Source: an optimization exercise on an open RTL-to-GDS flow (aim: small area, a short achievable clock period and few clock cycles per item). Production flows keep margins and buffers that such runs may drop.

## try-willow
==> flow/design.v (excerpt) <==
module angle_frame(
	input clk,
	input rst,
	input start,
	input [11:0] x,
	input [11:0] y,
	output [55:0] frame,
	output frame_valid
    );
For scale: roughly 2,500 cells after synthesis, about 84 I/O pins, roughly 0.016 sq mm of cells after synthesis.
==> flow/config.mk <==
export PLATFORM = sky130hd
export DESIGN_NAME = angle_frame
export DESIGN_NICKNAME = angle_frame
export VERILOG_FILES = /design/flow/design.v
export SDC_FILE = /design/flow/constraint.sdc
export NUM_CORES = 8
export LEC_CHECK = 0
export CAP_MARGIN = 20
export CORE_MARGIN = 2
export CORE_UTILIZATION = 40
export CTS_BUF_LIST = sky130_fd_sc_hd__clkbuf_16
export CTS_CLUSTER_DIAMETER = 80
export CTS_CLUSTER_SIZE = 24
export SETUP_SLACK_MARGIN = 4.5
export SLEW_MARGIN = 20
export SYNTH_MEMORY_MAX_BITS = 65536
==> flow/constraint.sdc <==
create_clock -name core_clock -period 8.0 [get_ports {clk}]
set_input_delay 1.6000 -clock core_clock [delete_from_list [all_inputs] [get_ports {clk}]]
set_output_delay 1.6000 -clock core_clock [all_outputs]
set_load 0.01 [all_outputs]
standard.sh (not shown) runs the stock make flow with config.mk's settings and CLKGATE_MAP_FILE= SYNTH_SCRIPT=/design/flow/synth_recipe.tcl, a recipe that flattens the netlist after the stock synthesis.
==> flow/flow/run.sh <==
#!/bin/bash
# Layout flow: the standard synthesis, then the combinational logic
# (everything but the flip-flops, which keep their names and cells) is
# re-mapped by ABC with an area-recovering script; then the standard
# layout from the netlist, with sky130_fd_sc_hd__buf_2 port buffers.
# Every tool's output goes to a log file in this folder.
set -euo pipefail
bash standard.sh synth > flow_synth.log 2>&1
R=orfs/results/sky130hd/angle_frame/base
cp $R/1_2_yosys.v $R/1_2_yosys_standard.v
LIB=$FLOW_HOME/platforms/sky130hd/lib/sky130_fd_sc_hd__tt_025C_1v80.lib
sed -e "s#@IN@#$R/1_2_yosys_standard.v#" -e "s#@OUT@#$R/1_2_yosys.v#" \
    -e "s#@LIB@#$LIB#g" -e "s#@ABC@#flow/resynth.abc#" flow/resynth.ys > resynth.ys
yosys -l yosys_resynth.log -q resynth.ys > /dev/null 2>&1
bash standard.sh BUFFER_PORTS_ARGS="-buffer_cell sky130_fd_sc_hd__buf_2" finish > flow_finish.log 2>&1
Other scripts of this flow, unchanged in this note and not shown: flow/flow/resynth.abc, flow/flow/resynth.ys
try-willow finished every stage and its layout cleared the timing, design-rule and antenna checks.
Input changes introduced in try-zinc (baseline for comparison: try-willow):
# try-willow
export LEC_CHECK = 0
export CAP_MARGIN = 20
export CORE_MARGIN = 2
export CORE_UTILIZATION = 40
export CTS_BUF_LIST = sky130_fd_sc_hd__clkbuf_16
export CTS_CLUSTER_DIAMETER = 80
export CTS_CLUSTER_SIZE = 24
export SETUP_SLACK_MARGIN = 4.5
export SLEW_MARGIN = 20
export SYNTH_MEMORY_MAX_BITS = 65536
create_clock -name core_clock -period 8.0 [get_ports {clk}]
# try-zinc
export LEC_CHECK = 0
export CAP_MARGIN = 20
export CORE_MARGIN = 2
export CORE_UTILIZATION = 40
export CTS_BUF_LIST = sky130_fd_sc_hd__clkbuf_16
export CTS_CLUSTER_DIAMETER = 80
export CTS_CLUSTER_SIZE = 24
export SETUP_SLACK_MARGIN = 4.6
export SLEW_MARGIN = 20
export SYNTH_MEMORY_MAX_BITS = 65536
create_clock -name core_clock -period 8.0 [get_ports {clk}]
--- outcome ---
Against try-willow, try-zinc comes in 165 lower on starting DRC count in detailed routing. The final critical delay including setup and external delays of try-zinc falls short of that of try-willow by 0.095 ns. The global-route wire length before repair of try-willow and that of try-zinc are within noise of each other. Compared with try-willow, post-layout instance area in try-zinc increased by a few percent. Comparing try-willow and try-zinc, the lower number of vias after detailed routing is on try-willow. The sequential share of layout area reported for try-zinc is smaller than that of try-willow by 0.36 points.
diff inputs: try-zinc => try-maple
# try-zinc
export LEC_CHECK = 0
export CAP_MARGIN = 20
export CORE_MARGIN = 2
export CORE_UTILIZATION = 40
export CTS_BUF_LIST = sky130_fd_sc_hd__clkbuf_16
export CTS_CLUSTER_DIAMETER = 80
export CTS_CLUSTER_SIZE = 24
export SETUP_SLACK_MARGIN = 4.6
export SLEW_MARGIN = 20
export SYNTH_MEMORY_MAX_BITS = 65536
create_clock -name core_clock -period 8.0 [get_ports {clk}]
# try-maple
export LEC_CHECK = 0
export CAP_MARGIN = 20
export CORE_MARGIN = 2
export CORE_UTILIZATION = 40
export CTS_BUF_LIST = sky130_fd_sc_hd__clkbuf_16
export CTS_CLUSTER_DIAMETER = 80
export CTS_CLUSTER_SIZE = 24
export SETUP_SLACK_MARGIN = 4.7
export SLEW_MARGIN = 20
export SYNTH_MEMORY_MAX_BITS = 65536
create_clock -name core_clock -period 8.0 [get_ports {clk}]
==> notes.md <==
Compared with try-zinc, try-maple shows a final critical-path required period that is 0.012 ns lower. Per the comparison of try-maple with try-zinc, length of routed wiring on met1 increased by about 2.2% relative to the old numbers, number of nets in the layout about even. Relative to try-zinc, the total via count after detailed routing measured on try-maple has decreased slightly. | hold slack | try-maple vs try-zinc | ≈ equal |. Register area grows slightly when moving from try-zinc to try-maple.
No run of this note included a check of the RTL's function; only the layout flow was run.

[afterwards: timing with drivers on the ports]
The results above use ideal ports. As a check the final layouts listed here were re-extracted and re-timed, cells and wires unchanged.
Step 1: set_driving_cell puts a clkbuf_16 on clk and a buf_2 on each other input, an assumption about the parent block.
Step 2, shift: input delay + t, output delay - t, t = (earliest + latest rising clock arrival at the registers) / 2. This alone moves slack from input paths to output paths.
a / b / c = no drivers / after step 1 / after step 2; a / b = the first two.
run	shift t [ns]	setup WS [ns]	worst setup path after step 2	worst slew at a driven data input, ns
try-willow	0.525	4.637 / 4.637 / 4.201	input to register	0.03
try-zinc	0.514	4.732 / 4.737 / 4.237	input to register	0.04
try-maple	0.527	4.744 / 4.743 / 4.216	input to register	0.06
After both steps setup and hold are still met in every run listed. The setup slack of try-maple, which loses most, moves by -0.001 ns with the drivers and by -0.528 ns with both steps.
